Source: an optimization exercise on an open RTL-to-GDS flow (aim: a short achievable clock period and few clock cycles per item). Production flows keep margins and buffers that such runs may drop.
Function was not checked in any run shown here: the RTL went through the layout flow alone.
Power is estimated from default activity; no workload was simulated.

--- flow/design.v ---
module cpu(clk, rst, imem_addr, imem_rdata, dmem_addr, dmem_rdata, dmem_we, dmem_wdata);
  input clk;
  input rst;
  output [9:0] imem_addr;
  input [31:0] imem_rdata;
  output [9:0] dmem_addr;
  input [31:0] dmem_rdata;
  output dmem_we;
  output [31:0] dmem_wdata;
  reg [31:0] RF [1:31];
  reg [31:0] wRes, w2Res;      
  reg [4:0] wDest;             
  reg [4:0] eDest;
  reg eSW, eK;
  wire [4:0] eDestV = eK ? 5'd0 : eDest;
  wire eSWV = eSW & ~eK;
  reg [15:0] bhtH, bhtL;
  integer k;
  reg uV, uInv;
  reg [3:0] uIdx;
  reg [9:0] PC;
  wire [31:0] fI = imem_rdata;
  wire fJ = fI[31:26] == 6'd2;
  wire fBr = fI[31:27] == 5'b00010;
  wire fInv = bhtH[PC[3:0]];
  wire fPT = fBr & (fI[15] ^ fInv);
  wire [9:0] fPC1 = PC + 10'd1;
  wire [9:0] fBT;
  add10c u_fbt(.a(PC), .b(fI[9:0]), .ci(1'b1), .s(fBT));
  wire [9:0] fNext0 = fJ ? fI[9:0] : fBr & fI[15] ? fBT : fPC1;
  wire [9:0] fNext1 = fJ ? fI[9:0] : fBr & ~fI[15] ? fBT : fPC1;
  wire [9:0] fNext = fInv ? fNext1 : fNext0;
  wire [9:0] fAlt = fInv ^ fI[15] ? fPC1 : fBT;
  wire [4:0] fRs = fI[25:21], fRt = fI[20:16];
  wire [31:0] fA0 = fRs[2:0] == 3'd0 ? 32'd0 : RF[{2'd0, fRs[2:0]}];
  wire [31:0] fA1 = RF[{2'd1, fRs[2:0]}], fA2 = RF[{2'd2, fRs[2:0]}], fA3 = RF[{2'd3, fRs[2:0]}];
  wire [31:0] fB0 = fRt[2:0] == 3'd0 ? 32'd0 : RF[{2'd0, fRt[2:0]}];
  wire [31:0] fB1 = RF[{2'd1, fRt[2:0]}], fB2 = RF[{2'd2, fRt[2:0]}], fB3 = RF[{2'd3, fRt[2:0]}];
  reg [7:0] cV;
  reg [8*39-1:0] cE;
  reg fill;                    
  reg kV;
  reg [31:0] kI;
  reg [9:0] kAlt1;             
  wire [4:0] kRs = kI[25:21], kRt = kI[20:16];
  wire [31:0] kA0 = kRs[2:0] == 3'd0 ? 32'd0 : RF[{2'd0, kRs[2:0]}];
  wire [31:0] kA1 = RF[{2'd1, kRs[2:0]}], kA2 = RF[{2'd2, kRs[2:0]}], kA3 = RF[{2'd3, kRs[2:0]}];
  wire [31:0] kB0 = kRt[2:0] == 3'd0 ? 32'd0 : RF[{2'd0, kRt[2:0]}];
  wire [31:0] kB1 = RF[{2'd1, kRt[2:0]}], kB2 = RF[{2'd2, kRt[2:0]}], kB3 = RF[{2'd3, kRt[2:0]}];
  wire fCtl = fJ | fBr;
  reg [31:0] dI;
  reg [31:0] dA0, dA1, dA2v, dA3v, dB0, dB1, dB2v, dB3v;
  reg dV, dPT, dA2, dA3, dB2, dB3;
  reg [3:0] gA, gB;            
  reg dStall;                  
  reg [9:0] dAlt;
  reg [3:0] dIdx;
  wire [38:0] cR = cE[39*dAlt[2:0] +: 39];   
  wire [5:0] dOp = dI[31:26], dFn = dI[5:0];
  wire [4:0] dRs = dI[25:21], dRt = dI[20:16], dRd = dI[15:11];
  wire dR = dOp == 6'd0;
  wire dSLL = dR & dFn == 6'd0, dSRL = dR & dFn == 6'd2, dADD = dR & dFn == 6'd32,
       dSUB = dR & dFn == 6'd34, dAND = dR & dFn == 6'd36, dOR = dR & dFn == 6'd37,
       dNOR = dR & dFn == 6'd39;
  wire dADDI = dOp == 6'd8, dANDI = dOp == 6'd12, dORI = dOp == 6'd13,
       dLW = dOp == 6'd35, dSW = dOp == 6'd43, dBEQ = dOp == 6'd4, dBNE = dOp == 6'd5;
  wire dRW = dSLL | dSRL | dADD | dSUB | dAND | dOR | dNOR;
  wire dIW = dADDI | dANDI | dORI | dLW;
  wire [4:0] dDest = dRW ? dRd : dIW ? dRt : 5'd0;
  wire dImm = dADDI | dANDI | dORI;
  wire [31:0] dSimm = {{16{dI[15]}}, dI[15:0]};
  wire [31:0] dA = ({32{gA[0]}} & dA0) | ({32{gA[1]}} & dA1) | ({32{gA[2]}} & dA2v) | ({32{gA[3]}} & dA3v);
  wire [31:0] dB = ({32{gB[0]}} & dB0) | ({32{gB[1]}} & dB1) | ({32{gB[2]}} & dB2v) | ({32{gB[3]}} & dB3v);
  wire [31:0] dAv = dA2 ? wRes : dA3 ? w2Res : dA;
  wire [31:0] dBv = dB2 ? wRes : dB3 ? w2Res : dB;
  wire [9:0] dAddr;
  add10c u_addr(.a(dAv[9:0]), .b(dI[11:2]), .ci(1'b0), .s(dAddr));
  wire dMA = eDestV != 5'd0 & eDestV == dRs;
  wire dMB = eDestV != 5'd0 & eDestV == dRt;
  wire dGo = dV & ~dStall;
  wire fLW = fI[31:26] == 6'd35, fMem = fLW | fI[31:26] == 6'd43;
  wire fStall = (fMem & dGo & dDest != 5'd0 & dDest == fRs) | (fLW & dGo & dSW);
  reg eBeq, eBne, ePT, eSt;
  reg [3:0] eIdx;
  reg [9:0] eAlt, eAddr, mAddr;
  reg [31:0] eA, eB, eO2, eO2n;  
  reg [4:0] eSh;
  reg sAdd, sSub, sAnd, sOr, sNor, sSll, sSrl, sLw;
  reg sWe;
  reg [31:0] sData;
  wire [31:0] sum = eA + eO2;
  wire [32:0] difx = {eA, 1'b1} + {eO2n, 1'b1};
  wire [31:0] dif = difx[32:1];
  wire [31:0] res = ({32{sAdd}} & sum) | ({32{sSub}} & dif) | ({32{sAnd}} & (eA & eO2)) | ({32{sOr}} & (eA | eO2))
                  | ({32{sNor}} & ~(eA | eO2)) | ({32{sSll}} & (eB << eSh))
                  | ({32{sSrl}} & (eB >> eSh)) | ({32{sLw}} & dmem_rdata);
  wire eEq = eA == eB;
  wire eBr = ~eK & (eBeq | eBne);
  wire eTaken = eBeq ? eEq : ~eEq;
  wire eMis = eBr & (eTaken ^ ePT);
  wire [31:0] nA = dMA ? res : dAv;
  wire [31:0] nB = dMB ? res : dBv;
  assign imem_addr = PC;
  assign dmem_addr = mAddr;
  assign dmem_we = sWe;
  assign dmem_wdata = sData;
  always @(posedge clk) begin
    if(rst) begin
      PC <= 10'd0;
      dV <= 1'b0;
      bhtH <= 16'd0;
      bhtL <= 16'd0;
      uV <= 1'b0;
      eDest <= 5'd0;
      eSW <= 1'b0;
      eBeq <= 1'b0;
      eBne <= 1'b0;
      eK <= 1'b0;
      dStall <= 1'b0;
      cV <= 8'd0;
      fill <= 1'b0;
      wDest <= 5'd0;
      sWe <= 1'b0;
    end else begin
      if(eMis) begin
        PC <= kV ? kAlt1 : eAlt;
        dV <= kV;
      end else if(~dStall) begin
        PC <= fNext;
        dV <= 1'b1;
      end
      fill <= eMis & ~kV;
      if(fill & ~fCtl) cV[PC[2:0]] <= 1'b1;
      for(k = 0; k < 16; k = k + 1)
        if(uV & uIdx == k) begin
          bhtH[k] <= uInv ? bhtH[k] | bhtL[k] : bhtH[k] & bhtL[k];
          bhtL[k] <= uInv ? ~bhtL[k] | bhtH[k] : ~bhtL[k] & bhtH[k];
        end
      uV <= eBr;
      eDest <= dGo ? dDest : 5'd0;
      eSW <= dGo & dSW;
      eBeq <= dGo & dBEQ;
      eBne <= dGo & dBNE;
      eK <= eMis;
      dStall <= ~eMis & ~dStall & fStall;
      wDest <= eDestV;
      sWe <= eSWV;
    end
    uIdx <= eIdx;
    uInv <= eTaken ^ eSt;
    for(k = 0; k < 8; k = k + 1)
      if(fill & ~fCtl & PC[2:0] == k) cE[39*k +: 39] <= {PC[9:3], fI};
    kV <= cV[dAlt[2:0]] & cR[38:32] == dAlt[9:3];
    kI <= cR[31:0];
    kAlt1 <= dAlt + 10'd1;
    if(eMis) begin
      dI <= kI;
      dPT <= 1'b0;
      gA <= kRs == 5'd0 ? 4'd0 : 4'd1 << kRs[4:3];
      gB <= kRt == 5'd0 ? 4'd0 : 4'd1 << kRt[4:3];
      dA0 <= kA0; dA1 <= kA1; dA2v <= kA2; dA3v <= kA3;
      dB0 <= kB0; dB1 <= kB1; dB2v <= kB2; dB3v <= kB3;
      dA2 <= 1'b0;
      dB2 <= 1'b0;
      dA3 <= wDest != 5'd0 & wDest == kRs;
      dB3 <= wDest != 5'd0 & wDest == kRt;
    end else if(~dStall) begin
      dI <= fI;
      dPT <= fPT;
      dAlt <= fAlt;
      dIdx <= PC[3:0];
      gA <= 4'd1 << fI[25:24];
      gB <= 4'd1 << fI[20:19];
      dA0 <= fA0; dA1 <= fA1; dA2v <= fA2; dA3v <= fA3;
      dB0 <= fB0; dB1 <= fB1; dB2v <= fB2; dB3v <= fB3;
      dA2 <= eDestV != 5'd0 & eDestV == fRs;
      dB2 <= eDestV != 5'd0 & eDestV == fRt;
      dA3 <= wDest != 5'd0 & wDest == fRs;
      dB3 <= wDest != 5'd0 & wDest == fRt;
    end else begin
      dA0 <= dAv; dA1 <= dAv; dA2v <= dAv; dA3v <= dAv;
      dB0 <= dBv; dB1 <= dBv; dB2v <= dBv; dB3v <= dBv;
      dA2 <= dMA;
      dB2 <= dMB;
      dA3 <= 1'b0;
      dB3 <= 1'b0;
    end
    ePT <= dPT;
    eSt <= dI[15];
    eIdx <= dIdx;
    eAlt <= dAlt;
    eAddr <= dAddr;
    mAddr <= eSWV ? eAddr : dAddr;
    eA <= nA;
    eB <= nB;
    eO2 <= dImm ? dSimm : nB;
    eO2n <= ~nB;
    eSh <= dI[10:6];
    sAdd <= dADD | dADDI;
    sSub <= dSUB;
    sAnd <= dAND | dANDI;
    sOr <= dOR | dORI;
    sNor <= dNOR;
    sSll <= dSLL;
    sSrl <= dSRL;
    sLw <= dLW;
    sData <= eB;
    wRes <= res;
    w2Res <= wRes;
    if(wDest != 5'd0) RF[wDest] <= wRes;
  end
endmodule
module add10c(a, b, ci, s);
  input [9:0] a, b;
  input ci;
  output [9:0] s;
  wire [10:0] x = {a, 1'b1} + {b, ci};
  assign s = x[10:1];
endmodule
--- flow/standard.sh ---
#!/bin/bash
# synth_recipe.tcl (not shown) runs the flow's synth.tcl, then flattens the netlist and writes it again
# the make line also repeats each setting of config.mk as NAME=value (left out here)
make -C /OpenROAD-flow-scripts/flow DESIGN_CONFIG=/design/flow/config.mk WORK_HOME=/design/flow/orfs CLKGATE_MAP_FILE= SYNTH_SCRIPT=/design/flow/synth_recipe.tcl "${@:-finish}"
--- flow/constraint.sdc ---
create_clock -name core_clock -period 7.5 [get_ports {clk}]
set_input_delay 1.5000 -clock core_clock [delete_from_list [all_inputs] [get_ports {clk}]]
set_output_delay 1.5000 -clock core_clock [all_outputs]
set_load 0.01 [all_outputs]
--- flow/config.mk ---
export PLATFORM = sky130hd
export DESIGN_NAME = cpu
export DESIGN_NICKNAME = cpu
export VERILOG_FILES = /design/flow/design.v
export SDC_FILE = /design/flow/constraint.sdc
export NUM_CORES = 8
export LEC_CHECK = 0
export CAP_MARGIN = 20
export CORE_MARGIN = 2
export CORE_UTILIZATION = 40
export SETUP_SLACK_MARGIN = 5
export SLEW_MARGIN = 20
export SYNTH_HIERARCHICAL = 1
--- flow/flow/abc.script ---
strash
map -D 300
buffer -c
topo
stime -c
upsize -c
dnsize -c
--- flow/flow/run.sh ---
#!/bin/bash
# The standard layout (standard.sh) with these changes:
# - synthesis leaves Yosys's adders to ABC instead of mapping them to the
#   library's full/half-adder cells, and ABC maps for delay with its classic
#   mapper (flow/abc.script) instead of ORFS's speed script;
set -o pipefail
export ADDER_MAP_FILE=
export MY_ABC_SCRIPT=$PWD/flow/abc.script
# The standard flow's synthesis script with the ABC script replaced
{ head -n 1 synth_recipe.tcl
  cat <<'EOT'
proc abc {args} {
  set i [lsearch -exact $args -script]
  if {$i >= 0} { set args [lreplace $args $i [expr {$i + 1}] -script $::env(MY_ABC_SCRIPT)] }
  yosys abc {*}$args
}
EOT
  tail -n +2 synth_recipe.tcl; } > flow_synth.tcl
bash standard.sh SYNTH_SCRIPT=$PWD/flow_synth.tcl SETUP_SLACK_MARGIN=5 finish 2>&1 | tee standard.log
==> results_dict.tcl, run 1 <==
set metrics [dict create \
    critPathKind "reg -> reg" \
    h-tree-depth 4 \
    power.density_nw_per_um2 237 \
    tns_ps 0 \
    synth-async-reset-ratio_pct 0 \
    grt_antenna_before_repair 25 \
    drc_errors 0 \
    synth-seq-area-share_pct 45.5 \
    yosysTopAreaCell "edfxtp_1" \
    clkSinkCount 2009 \
    syn-cell-area_um2 118000 \
    largest_register_ffs 992 \
    ctsLongestPathBuffers 4 \
    grt_usage_pct 36.2 \
    drv_slew 0 \
    synthDistinctLibCells 80 \
    hold_violations 0 \
    drive_gt1_share_pct 16.9 \
    grt_max_degree 219 \
    crit_chain "xnor2_1 -> nand4_1 -> nor2_2 -> nand4_1 -> xnor3_2 -> nor2_4 -> buf_12 -> buf_12 -> buf_16 -> buf_12 -> nor2_4 -> buf_12 -> buf_12 -> inv_16" \
    final-setup-viol-count 0 \
    ant_nets 0 \
    fin_area_um2 147000 \
    worst_slew_pin_slew_ps 1250 \
    synth_ff_type "edfxtp_1" \
    rows 199 \
    rsz0062_at_grt "true" \
    crit_top_cell "buf_12" \
    cts-root-buf "clkbuf_16" \
    status "timing/DRC/antenna clean" \
    slowest_delay_ps 520 \
    drt-vias-per-instance 6.12 \
    place_ws_ps 2670 \
    crit_required_ps 8200 \
    synthCells 16300 \
    grt_pass1_vias 113000 \
    cts_made_buffers 228 \
    slew_headroom_pct 16.1 \
    cap_violations 0 \
    vias 125000 \
    fmax_mhz 320 \
    wl_per_cell_um 28.0 \
    area_delta_synth_final_pct 24.2 \
    totalWireLength_um 574000 \
    chipWidth_um 548 \
    drt_iter0_markers 20000 \
    syn_avg_cell_area_um2 7.26 \
    dieArea_um2 300000 \
    ys_top_cells_by_count "nand2_1, a21oi_1, o21ai_0, edfxtp_1, clkbuf_1" \
    arrival_ps 3830 \
    nets 16400 \
    crit_path_start_kind "register" \
    fillers 27700 \
    first_pass_iters 9 \
    yosys-top-cells-area "edfxtp_1, nand2_1, dfxtp_1" \
    worst_ir_drop_vdd_v 0.000233 \
    worstPathMaxFanout 7 \
    grt_pass1_wl_um 802000 \
    fin_crit_ps 3120 \
    cp-end-kind "register" \
    regMostFlops "RF" \
    power_mw 34.8 \
    ys_seq_elements 2009 \
    yosysMostFrequentCell "nand2_1" \
    io_buffer_count 118 \
    leakage_nw 56.6 \
    io_pins 119 \
    synth-edff-count 1358 \
    hpwl_um 296000 \
    cts_tree "built" \
    core_um2 294000 \
    skew_ps 84.5 \
    synth.top_cell.area_share_pct 34.5 \
    hold_buffers 0 \
    period_share_pct 41.7 \
    fin_ws_ps 4380 \
    die_y_um 548 \
    dpl-instance-area_um2 123000 \
    start_util_pct 40.3 \
    hp-class "reg -> reg" \
    grt-ovfl-total 0 \
    cp_slowest_cell "dfxtp_1" \
    gp_congestion 0.990 \
    clk-insertion-delay-late_ps 970 \
    yosys_warnings 7 \
    path_clk_slew_ps 60 \
]
routing by layer:
| layer | up-vias | wire [um] | global-route usage (%) |
|---|---|---|---|
| met3 | 2391 | 78300 | 9.18 |
| li1 | 55200 | - | - |
| met4 | 24 | 51200 | 25.9 |
| met5 | - | 265 | 0.127 |
| met2 | 9603 | 234000 | 52.2 |
| met1 | 58100 | 210000 | 47.2 |
kinds of logic after synthesis:
group	count (synthesis)	share of synthesized area, %
buffers and inverters	1992	6.54
other	2	0.00635
muxes	72	0.618
adders and majority gates	56	0.495
xor gates and xnor gates	165	1.35
AOI/OAI and AO/OA	5056	22.3
and+or+nand+nor	6948	23.3
DFF	2009	45.5
stage by stage:
stage          instances  utilization (%)  hold WS, ps
2_1_floorplan      16300                -          310
3_3_place_gp       19500             41.8          311
3_5_place_dp       19500             41.8          315
4_1_cts            20300             48.4          326
5_1_grt            20500             50.0          328
6_report           20500             50.0          327
layout by cell type (no fill, tap or decap), drive strengths merged, types with 18 or more instances in the layout:
cell type	synthesis	routed
and2	26	26
edfxtp	1358	1358
bufbuf	0	18
mux2i	63	63
xnor2	78	78
o211ai	27	27
inv	824	826
dfxtp	651	651
maj3	56	56
nand3	183	184
nor2	807	809
nor4	29	29
or2	31	31
nand2	5563	5563
o21bai	28	28
nor3	111	111
o2111ai	45	45
o21ai	2315	2315
clkdlybuf4s50	0	42
clkinv	12	101
buf	245	852
a31oi	52	52
a22oi	68	68
o21a	20	20
clkinvlp	0	18
nand4	173	173
xor2	86	86
a21oi	2451	2451
clkbuf	911	345
final cells by class:
cell class / count / area (um^2) / share of cell area [%]
inverters: 836 / 3480 / 2.37
repair inverters: 17 / 262 / 0.178
clock buffers: 322 / 6570 / 4.47
well taps: 3919 / 4900 / 3.34
flip-flops and latches: 2009 / 54200 / 36.9
diodes: 13 / 32.5 / 0.0221
multi-input cells: 12300 / 63600 / 43.3
repair buffers: 944 / 12900 / 8.80
clock inverters: 106 / 1030 / 0.698
modules after synthesis (local to each module, per instance):
module	flops+latches	area, um^2	times used	cells
cpu	2009	117000	1	16000
add10c	0	727	2	136
power by group:
| group | switching [mW] | internal [mW] |
|---|---|---|
| clock | 4.96 | 6.59 |
| sequential | 0.576 | 12.2 |
| combinational | 7.44 | 3.03 |
| total | 13.0 | 21.8 |
path summary, 6_finish.rpt:
| path | startpoint | to | slack, ps | cells after the start |
|---|---|---|---|---|
| worst max-delay path | eB[20] | dI[0] | 4380 | 14 |
| worst min-delay path | eIdx[2] | uIdx[2] | 330 | 0 |
| worst max register to register | eB[20] | dI[0] | 4380 | 14 |
| worst min register to register | eIdx[2] | uIdx[2] | 330 | 0 |
worst max-delay path, delay by kind of cell (launching register included):
| family | cells | cell delay [ps] |
|---|---|---|
| buffers and inverters | 7 | 920 |
| DFF | 1 | 520 |
| and+or+nand+nor | 5 | 920 |
| xor gates and xnor gates | 2 | 490 |
repair_timing:
action,CTS,global route
gates resized for setup,1919,825
setup buffers,316,115
pin swaps,282,291
endpoints found under the setup margin,1774,1386
cloned,125,24
==> run 2, diff against run 1 <==
--- a/flow/flow/run.sh
+++ b/flow/flow/run.sh
@@ -3,6 +3,7 @@
 # - synthesis leaves Yosys's adders to ABC instead of mapping them to the
 #   library's full/half-adder cells, and ABC maps for delay with its classic
 #   mapper (flow/abc.script) instead of ORFS's speed script;
+# - timing repair aims at a 5 ns setup margin;
 set -o pipefail
 export ADDER_MAP_FILE=
 export MY_ABC_SCRIPT=$PWD/flow/abc.script
@@ -16,4 +17,4 @@
 }
 EOT
   tail -n +2 synth_recipe.tcl; } > flow_synth.tcl
-bash standard.sh SYNTH_SCRIPT=$PWD/flow_synth.tcl SETUP_SLACK_MARGIN=5 finish 2>&1 | tee standard.log
+bash standard.sh SYNTH_SCRIPT=$PWD/flow_synth.tcl SETUP_SLACK_MARGIN=5 PRE_RESIZE_TCL=$PWD/flow/pre_resize.tcl finish 2>&1 | tee standard.log
==> flow/flow/pre_resize.tcl (new file) <==
# Before the first buffering pass (repair_design): keep fanout low, so that
# high-fanout nets get buffer trees rather than long slow wires.
set_max_fanout 16 [current_design]
==> run 2 against run 1 <==
Effect of this change:
- register-to-register slack lost 110 ps
- combinational power grew 17%
- still clean
- clock skew shrank 5.7 ps
- via count grew 6.1%
- core utilization grew 3.2 points
- highest routed layer unchanged
- sequential cell count is the same
- final area grew 6.4%
- power grew 5.6%
- critical endpoint is now eO2[22]
- largest cell class unchanged
==> results_dict.tcl, run 2 <==
set metrics [dict create \
    status "timing/DRC/antenna clean" \
    drt-vias-per-instance 6.18 \
    grt_pass1_wl_um 832000 \
    skew_ps 78.8 \
    synth-edff-count 1358 \
    ant_nets 0 \
    grt_usage_pct 38.1 \
    ctsLongestPathBuffers 4 \
    rsz0062_at_grt "true" \
    hpwl_um 412000 \
    dieArea_um2 300000 \
    fmax_mhz 309 \
    hold_ws_ps 327 \
    place_ws_ps -4120 \
    largest_register_ffs 992 \
    period_share_pct 43.1 \
    cts_made_buffers 226 \
    ys_seq_elements 2009 \
    worstPathMaxFanout 7 \
    fin_util_pct 53.2 \
    nets 17400 \
    yosysTopAreaCell "edfxtp_1" \
    crit_chain "xor2_4 -> nand4_1 -> o211ai_4 -> nand4_1 -> o211ai_1 -> nand2_1 -> nand3_2 -> nand3_2 -> nor3_4 -> nand4_4 -> a21oi_2 -> o21ai_1" \
    cp-end-kind "register" \
    crit_required_ps 8310 \
    regMostFlops "RF" \
    core_um2 294000 \
    hp-class "reg -> reg" \
    dp_cells 20300 \
    syn_avg_cell_area_um2 7.26 \
    drt_iter0_markers 22300 \
    synthCells 16300 \
    grt_max_degree 18 \
    first_pass_iters 12 \
    drive_gt1_share_pct 21.1 \
    cts_tree "built" \
    ys_top_cells_by_count "nand2_1, a21oi_1, o21ai_0, edfxtp_1, clkbuf_1" \
    syn-cell-area_um2 118000 \
    grt_antenna_before_repair 42 \
    synthDistinctLibCells 80 \
    drc_errors 0 \
    grt-ovfl-total 0 \
    io_buffer_count 118 \
    worst_ir_drop_vdd_v 0.000217 \
    critPathBufInv 0 \
    crit_path_start_kind "register" \
    synth.top_cell.area_share_pct 34.5 \
    layout_common_cells "nand2_1, a21oi_1, edfxtp_1" \
    gp_congestion 0.990 \
    grt_pass1_vias 114000 \
    cp_slowest_cell "dfxtp_4" \
    critPathKind "reg -> reg" \
    fin_crit_ps 3230 \
    clkSinkCount 2009 \
    yosys_warnings 7 \
    wl_per_cell_um 28.9 \
    synth-seq-area-share_pct 45.5 \
    rows 199 \
    fin_cells 21500 \
    cts-root-buf "clkbuf_16" \
    critPathTopFamily "simple AND/OR/NAND/NOR gates" \
    cap_violations 0 \
    hold_violations 0 \
    chipWidth_um 548 \
    synth_ff_type "edfxtp_1" \
    area_delta_synth_final_pct 32.1 \
    yosys-top-cells-area "edfxtp_1, nand2_1, dfxtp_1" \
    vias 133000 \
    leakage_nw 62.5 \
    clk-insertion-delay-late_ps 980 \
    worst_slew_pin_slew_ps 1290 \
    layout_commonest_cell "nand2_1" \
    yosysMostFrequentCell "nand2_1" \
    io_pins 119 \
    slowest_delay_ps 430 \
    drv_slew 0 \
    start_util_pct 40.3 \
    final-setup-viol-count 0 \
    arrival_ps 4050 \
    totalWireLength_um 622000 \
    slew_headroom_pct 13.6 \
    path_clk_slew_ps 60 \
    die_y_um 548 \
    power.density_nw_per_um2 235 \
    h-tree-depth 4 \
    fin_ws_ps 4270 \
    synth-async-reset-ratio_pct 0 \
]
## run 2: cell counts after synthesis
Identical to the previous run, type by type.
## run 2: power by group
part / leakage, nW / switching [mW] / internal [mW]
clock: 3.73 / 4.96 / 6.81
sequential: 18.1 / 0.468 / 12.2
combinational: 40.8 / 8.38 / 3.91
## run 2: metrics by stage
step	power [mW]	setup TNS [ps]	cell area [um^2]
after floorplan	18.4	0	121000
after global placement	21.3	0	123000
after detailed placement	22.9	-327340	131000
after CTS	34.3	0	139000
after global routing	37.5	0	156000
final	36.7	0	156000
## run 2: final cells by class
type | count | area, um^2
repair buffers | 1984 | 22300
clock inverters | 101 | 1190
flip-flops and latches | 2009 | 54200
fillers | 27000 | 138000
well taps | 3919 | 4900
diodes | 60 | 150
multi-input cells | 12300 | 63800
inverters | 836 | 3430
clock buffers | 322 | 6430
## run 2: kinds of logic after synthesis
| family | count (synthesis) | share of synthesized area [%] |
|---|---|---|
| xor+xnor | 165 | 1.35 |
| compound gates | 5056 | 22.3 |
| flops | 2009 | 45.5 |
| simple gates | 6948 | 23.3 |
| other cells | 2 | 0.00635 |
| fa+ha+maj | 56 | 0.495 |
| mux | 72 | 0.618 |
| buf+inv | 1992 | 6.54 |
## run 2: repair_timing
action                     in CTS  in global routing
setup buffers                  20                621
pin swaps                      11                507
gates resized for setup      1172               5487
cloned                          1                 73
hold buffers                    0                  0
setup endpoints to repair    2351               2357
## run 2: path summary, 6_finish.rpt
kind	slack, ps	cells past startpoint	end	startpoint
max reg2reg	4270	12	eO2[22]	eA[2]
max	4270	12	eO2[22]	eA[2]
min reg2reg	330	0	uIdx[2]	eIdx[2]
min	330	0	uIdx[2]	eIdx[2]
## run 2: per-module statistics from Yosys (local to each module, per instance)
module  flip-flops and latches  cell area, um^2  copies in the design  cells
cpu                       2009           117000                     1  16000
add10c                       0              727                     2    136
## run 2: routing by layer
metal / wire [um] / part of all wire, % / GRT usage, % / up-vias
met5: 926 / 0.15 / 0.459 / -
met4: 57500 / 9.2 / 26.4 / 52
li1: - / - / - / 57400
met3: 97400 / 16 / 12.5 / 3108
met1: 219000 / 35 / 49.0 / 61500
met2: 247000 / 40 / 53.7 / 11000
==> run 3, diff against run 2 <==
--- a/flow/design.v
+++ b/flow/design.v
@@ -14,30 +14,29 @@
   reg eSW, eK;
   wire [4:0] eDestV = eK ? 5'd0 : eDest;
   wire eSWV = eSW & ~eK;
-  reg [15:0] bhtH, bhtL;
+  reg [63:0] bhtH, bhtL;
   integer k;
   reg uV, uInv;
-  reg [3:0] uIdx;
+  reg [5:0] uIdx;
   reg [9:0] PC;
   wire [31:0] fI = imem_rdata;
   wire fJ = fI[31:26] == 6'd2;
   wire fBr = fI[31:27] == 5'b00010;
-  wire fInv = bhtH[PC[3:0]];
+  wire fInv = bhtH[PC[5:0]];
   wire fPT = fBr & (fI[15] ^ fInv);
   wire [9:0] fPC1 = PC + 10'd1;
   wire [9:0] fBT;
   add10c u_fbt(.a(PC), .b(fI[9:0]), .ci(1'b1), .s(fBT));
-  wire [9:0] fNext0 = fJ ? fI[9:0] : fBr & fI[15] ? fBT : fPC1;
-  wire [9:0] fNext1 = fJ ? fI[9:0] : fBr & ~fI[15] ? fBT : fPC1;
-  wire [9:0] fNext = fInv ? fNext1 : fNext0;
-  wire [9:0] fAlt = fInv ^ fI[15] ? fPC1 : fBT;
+  wire [9:0] fNext = fJ ? fI[9:0] : fPT ? fBT : fPC1;
+  wire [9:0] fAlt = fPT ? fPC1 : fBT;
   wire [4:0] fRs = fI[25:21], fRt = fI[20:16];
   wire [31:0] fA0 = fRs[2:0] == 3'd0 ? 32'd0 : RF[{2'd0, fRs[2:0]}];
   wire [31:0] fA1 = RF[{2'd1, fRs[2:0]}], fA2 = RF[{2'd2, fRs[2:0]}], fA3 = RF[{2'd3, fRs[2:0]}];
   wire [31:0] fB0 = fRt[2:0] == 3'd0 ? 32'd0 : RF[{2'd0, fRt[2:0]}];
   wire [31:0] fB1 = RF[{2'd1, fRt[2:0]}], fB2 = RF[{2'd2, fRt[2:0]}], fB3 = RF[{2'd3, fRt[2:0]}];
   reg [7:0] cV;
-  reg [8*39-1:0] cE;
+  reg [6:0] cTag [0:7];
+  reg [31:0] cIns [0:7];
   reg fill;                    
   reg kV;
   reg [31:0] kI;
@@ -54,8 +53,7 @@
   reg [3:0] gA, gB;            
   reg dStall;                  
   reg [9:0] dAlt;
-  reg [3:0] dIdx;
-  wire [38:0] cR = cE[39*dAlt[2:0] +: 39];   
+  reg [5:0] dIdx;
   wire [5:0] dOp = dI[31:26], dFn = dI[5:0];
   wire [4:0] dRs = dI[25:21], dRt = dI[20:16], dRd = dI[15:11];
   wire dR = dOp == 6'd0;
@@ -81,7 +79,7 @@
   wire fLW = fI[31:26] == 6'd35, fMem = fLW | fI[31:26] == 6'd43;
   wire fStall = (fMem & dGo & dDest != 5'd0 & dDest == fRs) | (fLW & dGo & dSW);
   reg eBeq, eBne, ePT, eSt;
-  reg [3:0] eIdx;
+  reg [5:0] eIdx;
   reg [9:0] eAlt, eAddr, mAddr;
   reg [31:0] eA, eB, eO2, eO2n;  
   reg [4:0] eSh;
@@ -108,8 +106,8 @@
     if(rst) begin
       PC <= 10'd0;
       dV <= 1'b0;
-      bhtH <= 16'd0;
-      bhtL <= 16'd0;
+      bhtH <= 64'd0;
+      bhtL <= 64'd0;
       uV <= 1'b0;
       eDest <= 5'd0;
       eSW <= 1'b0;
@@ -131,7 +129,7 @@
       end
       fill <= eMis & ~kV;
       if(fill & ~fCtl) cV[PC[2:0]] <= 1'b1;
-      for(k = 0; k < 16; k = k + 1)
+      for(k = 0; k < 64; k = k + 1)
         if(uV & uIdx == k) begin
           bhtH[k] <= uInv ? bhtH[k] | bhtL[k] : bhtH[k] & bhtL[k];
           bhtL[k] <= uInv ? ~bhtL[k] | bhtH[k] : ~bhtL[k] & bhtH[k];
@@ -148,10 +146,12 @@
     end
     uIdx <= eIdx;
     uInv <= eTaken ^ eSt;
-    for(k = 0; k < 8; k = k + 1)
-      if(fill & ~fCtl & PC[2:0] == k) cE[39*k +: 39] <= {PC[9:3], fI};
-    kV <= cV[dAlt[2:0]] & cR[38:32] == dAlt[9:3];
-    kI <= cR[31:0];
+    if(fill & ~fCtl) begin
+      cTag[PC[2:0]] <= PC[9:3];
+      cIns[PC[2:0]] <= fI;
+    end
+    kV <= cV[dAlt[2:0]] & cTag[dAlt[2:0]] == dAlt[9:3];
+    kI <= cIns[dAlt[2:0]];
     kAlt1 <= dAlt + 10'd1;
     if(eMis) begin
       dI <= kI;
@@ -168,7 +168,7 @@
       dI <= fI;
       dPT <= fPT;
       dAlt <= fAlt;
-      dIdx <= PC[3:0];
+      dIdx <= PC[5:0];
       gA <= 4'd1 << fI[25:24];
       gB <= 4'd1 << fI[20:19];
       dA0 <= fA0; dA1 <= fA1; dA2v <= fA2; dA3v <= fA3;
==> flow/flow/run.sh (replaced) <==
#!/bin/bash
# The standard layout (standard.sh), except that Yosys's adders are left to
# ABC instead of being mapped to the library's full/half-adder cells.
set -o pipefail
export ADDER_MAP_FILE=
bash standard.sh 2>&1 | tee standard.log
--- a/flow/config.mk
+++ b/flow/config.mk
@@ -8,6 +8,6 @@
 export CAP_MARGIN = 20
 export CORE_MARGIN = 2
 export CORE_UTILIZATION = 40
-export SETUP_SLACK_MARGIN = 5
+export SETUP_SLACK_MARGIN = 4.5
 export SLEW_MARGIN = 20
 export SYNTH_HIERARCHICAL = 1
removed: flow/flow/abc.script
removed: flow/flow/pre_resize.tcl
==> run 3 against run 2 <==
Effect of this change:
- die area down 5.0%
- non-clock buffer count down 1295
- routed wire length down 34%
- combinational power down 31%
- final cell count down 41%
- still clean on timing, DRC and antenna
- count of clock-buffer cells in the layout down 27
- first-iteration DRC count down 51%
- hold slack worse by 6.9 ps
- register-to-register slack worse by 240 ps
- critical path type unchanged
- global-route usage down 11 points
- largest cell class unchanged
- area after synthesis down 5.0%
- power down 8.1%
==> results_dict.tcl, run 3 <==
set metrics [dict create \
    power.density_nw_per_um2 253 \
    fin_crit_ps 3470 \
    grt_antenna_before_repair 13 \
    drc_errors 0 \
    syn-cell-area_um2 112000 \
    yosys_warnings 7 \
    fin_area_um2 133000 \
    totalWireLength_um 409000 \
    gp_congestion 0.950 \
    wl_per_cell_um 32.1 \
    dpl-instance-area_um2 118000 \
    crit_chain "buf_12 -> mux4_2 -> mux4_2 -> and3b_1 -> a311oi_2 -> xnor2_2 -> and3_4 -> mux2_4 -> mux2_4" \
    hp-class "reg -> reg" \
    rsz0062_at_grt "true" \
    layout_common_cells "edfxtp_1, mux4_2, a21oi_1" \
    grt_pass1_vias 81000 \
    slowest_delay_ps 530 \
    synthDistinctLibCells 91 \
    ctsLongestPathBuffers 4 \
    arrival_ps 4270 \
    synth.top_cell.area_share_pct 36.3 \
    area_delta_synth_final_pct 18.6 \
    hpwl_um 230000 \
    worst_slew_pin_slew_ps 1300 \
    grt_usage_pct 27.4 \
    drv_slew 0 \
    slew_headroom_pct 13.1 \
    status "timing/DRC/antenna clean" \
    cts-root-buf "clkbuf_16" \
    multi_input_area_um2 56300 \
    critPathBufInv 1 \
    cts_made_buffers 229 \
    core_um2 279000 \
    hold_violations 0 \
    cp_slowest_cell "mux4_2" \
    seqCellArea_um2 56300 \
    fmax_mhz 288 \
    chipWidth_um 534 \
    dieArea_um2 285000 \
    period_share_pct 46.3 \
    grt_max_degree 133 \
    path_clk_slew_ps 70 \
    synthCells 8636 \
    clk-insertion-delay-late_ps 930 \
    largest_register_ffs 992 \
    synth_ff_type "edfxtp_1" \
    yosysTopAreaCell "edfxtp_1" \
    start_util_pct 40.2 \
    cp-end-kind "register" \
    grt-ovfl-total 0 \
    ys_top_cells_by_count "edfxtp_1, mux4_2, a21oi_1, dfxtp_1, nor2_1" \
    synth-async-reset-ratio_pct 0 \
    hold_buffers 0 \
    final-setup-viol-count 0 \
    dp_cells 11900 \
    fin_util_pct 47.7 \
    skew_ps 99.0 \
    fillers 23900 \
    crit_path_start_kind "register" \
    yosysMostFrequentCell "edfxtp_1" \
    nets 8879 \
    h-tree-depth 4 \
    regMostFlops "RF" \
    cap_violations 0 \
    rows 194 \
    layout_commonest_cell "edfxtp_1" \
    fin_cells 12700 \
    critPathKind "reg -> reg" \
    worstPathMaxFanout 6 \
    drt-vias-per-instance 6.57 \
    clkSinkCount 2114 \
    leakage_nw 46.5 \
    critPathTopFamily "multiplexers" \
    synth-seq-area-share_pct 49.7 \
    crit_required_ps 8300 \
    vias 83700 \
    io_buffer_count 118 \
    yosys-top-cells-area "edfxtp_1, mux4_2, dfxtp_1" \
    grt_pass1_wl_um 574000 \
    first_pass_iters 7 \
    ys_seq_elements 2114 \
    tns_ps 0 \
    die_y_um 534 \
    drt_iter0_markers 10800 \
    drive_gt1_share_pct 31.6 \
    ant_nets 0 \
    synth-edff-count 1360 \
    io_pins 119 \
    cts_tree "built" \
    worst_ir_drop_vdd_v 0.000199 \
    syn_avg_cell_area_um2 13.0 \
]
==> run 3: cell types whose count changed in the layout (fill, tap and decap cells not counted), moves of 162 or more <==
cell / previous run / this run
nand2_1: 5329 / 554
buf_4: 694 / 347
buf_6: 311 / 102
a21oi_1: 2245 / 812
inv_1: 744 / 87
mux2i_1: 51 / 515
mux2_2: 4 / 166
o21ai_2: 307 / 27
o21ai_1: 753 / 34
mux4_2: 0 / 1037
o21ai_0: 1198 / 165
buf_12: 243 / 58
==> run 3: logic make-up (layout without fill, tap and decap cells) <==
kind of cell    after synthesis  after routing  share of synthesized area, %
simple gates               1614           1619                          6.24
compound gates             1965           1965                          11.0
flops                      2114           2114                          49.7
mux                        1790           1790                          27.8
buf+inv                     866           1229                          2.97
xor+xnor                    262            262                          2.04
other cells                   2             11                       0.00668
fa+ha+maj                    23             23                         0.209
==> run 3: Yosys stat by module, one instance, submodules excluded <==
module / copies in the design / flip-flops and latches
cpu: 1 / 2114
add10c: 2 / 0
==> run 3: metrics by stage <==
step	setup WS [ps]	hold WS [ps]	total power [mW]
after floorplan	3870	310	18.8
after global placement	2690	310	21.1
after detailed placement	2570	313	21.2
after CTS	4030	323	33.3
after global routing	3980	332	34.7
final	4030	320	33.8
==> run 3: final cells by class <==
cell class	instances	area share, %
antenna	7	0.0131
clock buffer	295	4.68
clock inverter	129	1.15
inverter	116	0.372
multi-input combinational	5663	42.3
sequential	2114	42.2
tap	3724	3.50
timing repair buffer	689	5.82
==> run 3: what timing repair did <==
item                                    in CTS  in global routing
gates resized for setup                    759                385
setup buffers                              190                126
pin swaps                                  114                145
gates cloned                                29                 20
endpoints found under the setup margin    1171                634
==> run 3: final timing paths <==
check | start | to | slack (ps) | cells after the start
max reg2reg | PC[0] | register | 4030 | 9
min | eIdx[4] | uIdx[4] | 320 | 0
min reg2reg | eIdx[4] | uIdx[4] | 320 | 0
max | PC[0] | register | 4030 | 9
==> run 3: worst reg2reg max path: cells and delay by family, from the launching register on <==
| family | cells | cell delay [ps] |
|---|---|---|
| muxes | 4 | 1620 |
| and+or+nand+nor | 2 | 540 |
| DFF | 1 | 470 |
| AOI/OAI and AO/OA | 1 | 300 |
| xor gates and xnor gates | 1 | 260 |
| buffers and inverters | 1 | 170 |
==> run 3: metal layers <==
metal	routed length (um)	track usage, %	vias up
met1	154000	36.7	42600
met5	76	0	-
li1	-	-	34600
met3	46400	5.55	1100
met2	184000	42.3	5460
met4	24900	14.2	12
==> run 3: power by group <==
part | total (mW) | internal, mW | switching (mW)
sequential | 13.5 | 12.8 | 0.702
combinational | 8.44 | 3.89 | 4.56
clock | 11.8 | 6.96 | 4.87
total | 33.8 | 23.6 | 10.1
==> run 4, diff against run 3 <==
--- a/flow/design.v
+++ b/flow/design.v
@@ -34,19 +34,6 @@
   wire [31:0] fA1 = RF[{2'd1, fRs[2:0]}], fA2 = RF[{2'd2, fRs[2:0]}], fA3 = RF[{2'd3, fRs[2:0]}];
   wire [31:0] fB0 = fRt[2:0] == 3'd0 ? 32'd0 : RF[{2'd0, fRt[2:0]}];
   wire [31:0] fB1 = RF[{2'd1, fRt[2:0]}], fB2 = RF[{2'd2, fRt[2:0]}], fB3 = RF[{2'd3, fRt[2:0]}];
-  reg [7:0] cV;
-  reg [6:0] cTag [0:7];
-  reg [31:0] cIns [0:7];
-  reg fill;                    
-  reg kV;
-  reg [31:0] kI;
-  reg [9:0] kAlt1;             
-  wire [4:0] kRs = kI[25:21], kRt = kI[20:16];
-  wire [31:0] kA0 = kRs[2:0] == 3'd0 ? 32'd0 : RF[{2'd0, kRs[2:0]}];
-  wire [31:0] kA1 = RF[{2'd1, kRs[2:0]}], kA2 = RF[{2'd2, kRs[2:0]}], kA3 = RF[{2'd3, kRs[2:0]}];
-  wire [31:0] kB0 = kRt[2:0] == 3'd0 ? 32'd0 : RF[{2'd0, kRt[2:0]}];
-  wire [31:0] kB1 = RF[{2'd1, kRt[2:0]}], kB2 = RF[{2'd2, kRt[2:0]}], kB3 = RF[{2'd3, kRt[2:0]}];
-  wire fCtl = fJ | fBr;
   reg [31:0] dI;
   reg [31:0] dA0, dA1, dA2v, dA3v, dB0, dB1, dB2v, dB3v;
   reg dV, dPT, dA2, dA3, dB2, dB3;
@@ -115,20 +102,16 @@
       eBne <= 1'b0;
       eK <= 1'b0;
       dStall <= 1'b0;
-      cV <= 8'd0;
-      fill <= 1'b0;
       wDest <= 5'd0;
       sWe <= 1'b0;
     end else begin
       if(eMis) begin
-        PC <= kV ? kAlt1 : eAlt;
-        dV <= kV;
+        PC <= eAlt;
+        dV <= 1'b0;
       end else if(~dStall) begin
         PC <= fNext;
         dV <= 1'b1;
       end
-      fill <= eMis & ~kV;
-      if(fill & ~fCtl) cV[PC[2:0]] <= 1'b1;
       for(k = 0; k < 64; k = k + 1)
         if(uV & uIdx == k) begin
           bhtH[k] <= uInv ? bhtH[k] | bhtL[k] : bhtH[k] & bhtL[k];
@@ -146,25 +129,7 @@
     end
     uIdx <= eIdx;
     uInv <= eTaken ^ eSt;
-    if(fill & ~fCtl) begin
-      cTag[PC[2:0]] <= PC[9:3];
-      cIns[PC[2:0]] <= fI;
-    end
-    kV <= cV[dAlt[2:0]] & cTag[dAlt[2:0]] == dAlt[9:3];
-    kI <= cIns[dAlt[2:0]];
-    kAlt1 <= dAlt + 10'd1;
-    if(eMis) begin
-      dI <= kI;
-      dPT <= 1'b0;
-      gA <= kRs == 5'd0 ? 4'd0 : 4'd1 << kRs[4:3];
-      gB <= kRt == 5'd0 ? 4'd0 : 4'd1 << kRt[4:3];
-      dA0 <= kA0; dA1 <= kA1; dA2v <= kA2; dA3v <= kA3;
-      dB0 <= kB0; dB1 <= kB1; dB2v <= kB2; dB3v <= kB3;
-      dA2 <= 1'b0;
-      dB2 <= 1'b0;
-      dA3 <= wDest != 5'd0 & wDest == kRs;
-      dB3 <= wDest != 5'd0 & wDest == kRt;
-    end else if(~dStall) begin
+    if(~dStall) begin
       dI <= fI;
       dPT <= fPT;
       dAlt <= fAlt;
==> run 4 against run 3 <==
Effect of this change:
- sequential share of layout area grew 4.9 points
- first-iteration DRC count is 31% lower
- core utilization decreased by 0.26 points
- critical path depth unchanged
- combinational power shrank 62%
- die area down 27%
- maximum frequency rose by 1.2%
- critical path type unchanged
==> results_dict.tcl, run 4 <==
set metrics [dict create \
    p_int_mw 17.2 \
    cp-end-kind "register" \
    fin_util_pct 47.5 \
    dp_cells 8738 \
    crit_top_cell "mux4_2" \
    power.density_nw_per_um2 241 \
    final-setup-viol-count 0 \
    crit_path_start_kind "register" \
    synth_ff_type "edfxtp_1" \
    gp_congestion 0.999 \
    status "timing/DRC/antenna clean" \
    synthDistinctLibCells 88 \
    ys_seq_elements 1747 \
    first_pass_iters 10 \
    period_share_pct 45.8 \
    fin_cells 9307 \
    h-tree-depth 4 \
    cp_slowest_cell "mux4_2" \
    yosys-top-cells-area "edfxtp_1, dfxtp_1, mux4_2" \
    core_um2 204000 \
    hpwl_um 160000 \
    syn_avg_cell_area_um2 13.0 \
    worst_ir_drop_vdd_v 0.000287 \
    crit_chain "buf_12 -> mux4_2 -> mux4_2 -> mux4_2 -> xnor2_2 -> nor3_4 -> buf_6 -> clkbuf_16 -> mux2_4" \
    rsz0062_at_grt "true" \
    cap_violations 0 \
    leakage_nw 34.0 \
    totalWireLength_um 275000 \
    tns_ps 0 \
    synth-xor-area-share_pct 2.42 \
    ant_nets 0 \
    crit_required_ps 8080 \
    grt_usage_pct 25.4 \
    synth-seq-area-share_pct 55.5 \
    ctsLongestPathBuffers 3 \
    yosysMostFrequentCell "edfxtp_1" \
    area_delta_synth_final_pct 18.3 \
    hold_buffers 0 \
    die_y_um 457 \
    arrival_ps 4010 \
    p_sw_share_pct 26.4 \
    critPathKind "reg -> reg" \
    synth_top_family_by_area "multiplexers" \
    drt_iter0_markers 7433 \
    pwr-share-comb_pct 13.8 \
    io_pins 119 \
    synth-edff-count 1049 \
    synth_fa_ha_area_share_pct 0.631 \
    grt_pass1_wl_um 392000 \
    synthCells 6287 \
    chipWidth_um 457 \
    power_mw 23.3 \
    grt_antenna_before_repair 11 \
    vias 58400 \
    synth.top_cell.area_share_pct 38.4 \
    seqPwrFrac_pct 46.7 \
    drv_slew 0 \
    clk-insertion-delay-late_ps 860 \
    fmax_mhz 291 \
    grt_pass1_vias 56200 \
    nets 6523 \
    drt-vias-per-instance 6.28 \
    wl_per_cell_um 29.6 \
    hold_violations 0 \
    regMostFlops "RF" \
    grt_max_degree 152 \
    slew_headroom_pct 24.7 \
    cts_made_buffers 182 \
    layout_common_cells "edfxtp_1, dfxtp_1, mux4_2" \
    io_buffer_count 118 \
    skew_ps 50.1 \
    dieArea_um2 208000 \
    hp-class "reg -> reg" \
    yosys_warnings 7 \
    rows 166 \
    grt-ovfl-total 0 \
    start_util_pct 40.1 \
    fin_ws_ps 4070 \
    largest_register_ffs 992 \
    synth-async-reset-ratio_pct 0 \
    slowest_delay_ps 530 \
    worstPathMaxFanout 6 \
    cts-root-buf "clkbuf_16" \
    layout_commonest_cell "edfxtp_1" \
    p_sw_mw 6.16 \
    place_ws_ps 2780 \
    yosysTopAreaCell "edfxtp_1" \
    synthSimpleGateAreaFrac_pct 6.53 \
    drc_errors 0 \
    path_clk_slew_ps 60 \
    fin_crit_ps 3430 \
    clkPwrFrac_pct 39.6 \
    drive_gt1_share_pct 25.8 \
    worst_slew_pin_slew_ps 1130 \
    synth_compound_area_share_pct 12.8 \
    synthMuxAreaShare_pct 19.2 \
    clkSinkCount 1747 \
    ys_top_cells_by_count "edfxtp_1, dfxtp_1, mux4_2, nor2_1, a21oi_1" \
    cts_tree "built" \
    syn-cell-area_um2 81900 \
]
-- run 4: critical path: cells and delay by family, from the launching register on --
kind	cells	cell delay (ps)
AND/OR/NAND/NOR	1	190
flip-flops	1	450
XOR/XNOR	1	170
buffers and inverters	3	470
multiplexers	4	1880
-- run 4: power groups by stage --
stage / registers, mW / clock network [mW] / logic [mW]
6_report: 10.9 / 9.23 / 3.21
5_1_grt: 10.9 / 9.73 / 3.38
4_1_cts: 10.9 / 9.33 / 2.84
3_5_place_dp: 11.1 / 0 / 2.59
3_3_place_gp: 11.1 / 0 / 2.58
2_1_floorplan: 10.8 / 0 / 1.87
-- run 4: worst paths after layout --
kind | startpoint | to | slack [ps] | cells after the start
worst min register to register | eIdx[4] | uIdx[4] | 320 | 0
worst max register to register | PC[0] | dAlt[5] | 4070 | 9
worst min-delay path | eIdx[4] | uIdx[4] | 320 | 0
worst max-delay path | PC[0] | dAlt[5] | 4070 | 9
-- run 4: per-layer routing --
metal  GRT usage [%]  wire [um]  vias to the layer above
met1            33.7     108000                    29900
met5               0         41                        -
met4            10.4      12900                        6
met2            41.0     129000                     3031
li1                -          -                    24900
met3            4.77      25200                      664
-- run 4: final cells by class --
| cell class | instances | area (um^2) |
|---|---|---|
| flip-flops and latches | 1747 | 45700 |
| fillers | 17700 | 107000 |
| clock inverters | 73 | 836 |
| multi-input cells | 3932 | 36300 |
| diodes | 6 | 15.0 |
| clock buffers | 267 | 5250 |
| repair buffers | 469 | 4930 |
| well taps | 2688 | 3360 |
| inverters | 125 | 529 |
-- run 4: Yosys stat by module, one instance, submodules excluded --
module / flops+latches / cell area, um^2
cpu: 1747 / 81200
add10c: 0 / 385
-- run 4: cells by family (layout without fill, tap and decap cells) --
kind of cell    Yosys count  in the layout
flops                  1747           1747
compound gates         1551           1551
simple gates           1193           1193
mux                     907            907
buf+inv                 610            934
xor+xnor                226            226
fa+ha+maj                51             51
other cells               2             10
-- run 4: timing repair --
action	4_1_cts	5_1_grt
buffers inserted	84	119
resized for setup	379	338
setup endpoints to repair	380	185
pin swaps	42	116
gates cloned	12	6
-- run 4: through the flow --
stage	hold WS [ps]	instance area [um^2]
floorplan	310	82200
global placement	312	85900
detailed placement	313	86000
CTS	325	94200
global route	340	96900
finish	322	96900

-- separate check: timing with driven ports --
The results above use ideal ports. As a check the final layouts listed here were re-extracted and re-timed, cells and wires unchanged. Step 1 sets driving cells, clkbuf_16 on the clock port and buf_2 on the other inputs (assumed; they add their load-dependent delay and slew). Step 2 moves the port delays by t, midway between the first and last clock arrival at a register: inputs arrive t later, outputs are due t later. That takes back most of the time a late clock gives input paths. Slacks: no drivers / after step 1 / after step 2; pairs: no drivers / after step 1.
run	shift t [ns]	slack for setup (ns)	worst register clock-pin slew, ns
run 1	1.034	4.375 / 4.336 / 3.500	0.07 / 0.07
run 2	1.050	4.266 / 4.248 / 3.502	0.07 / 0.07
run 3	0.993	4.026 / 4.026 / 3.299	0.07 / 0.07
run 4	0.927	4.067 / 4.046 / 3.474	0.07 / 0.07
After both steps every run listed still meets setup and hold. For run 1, which loses most, drivers alone change the setup slack by -0.039 ns; drivers and shift together by -0.875 ns.
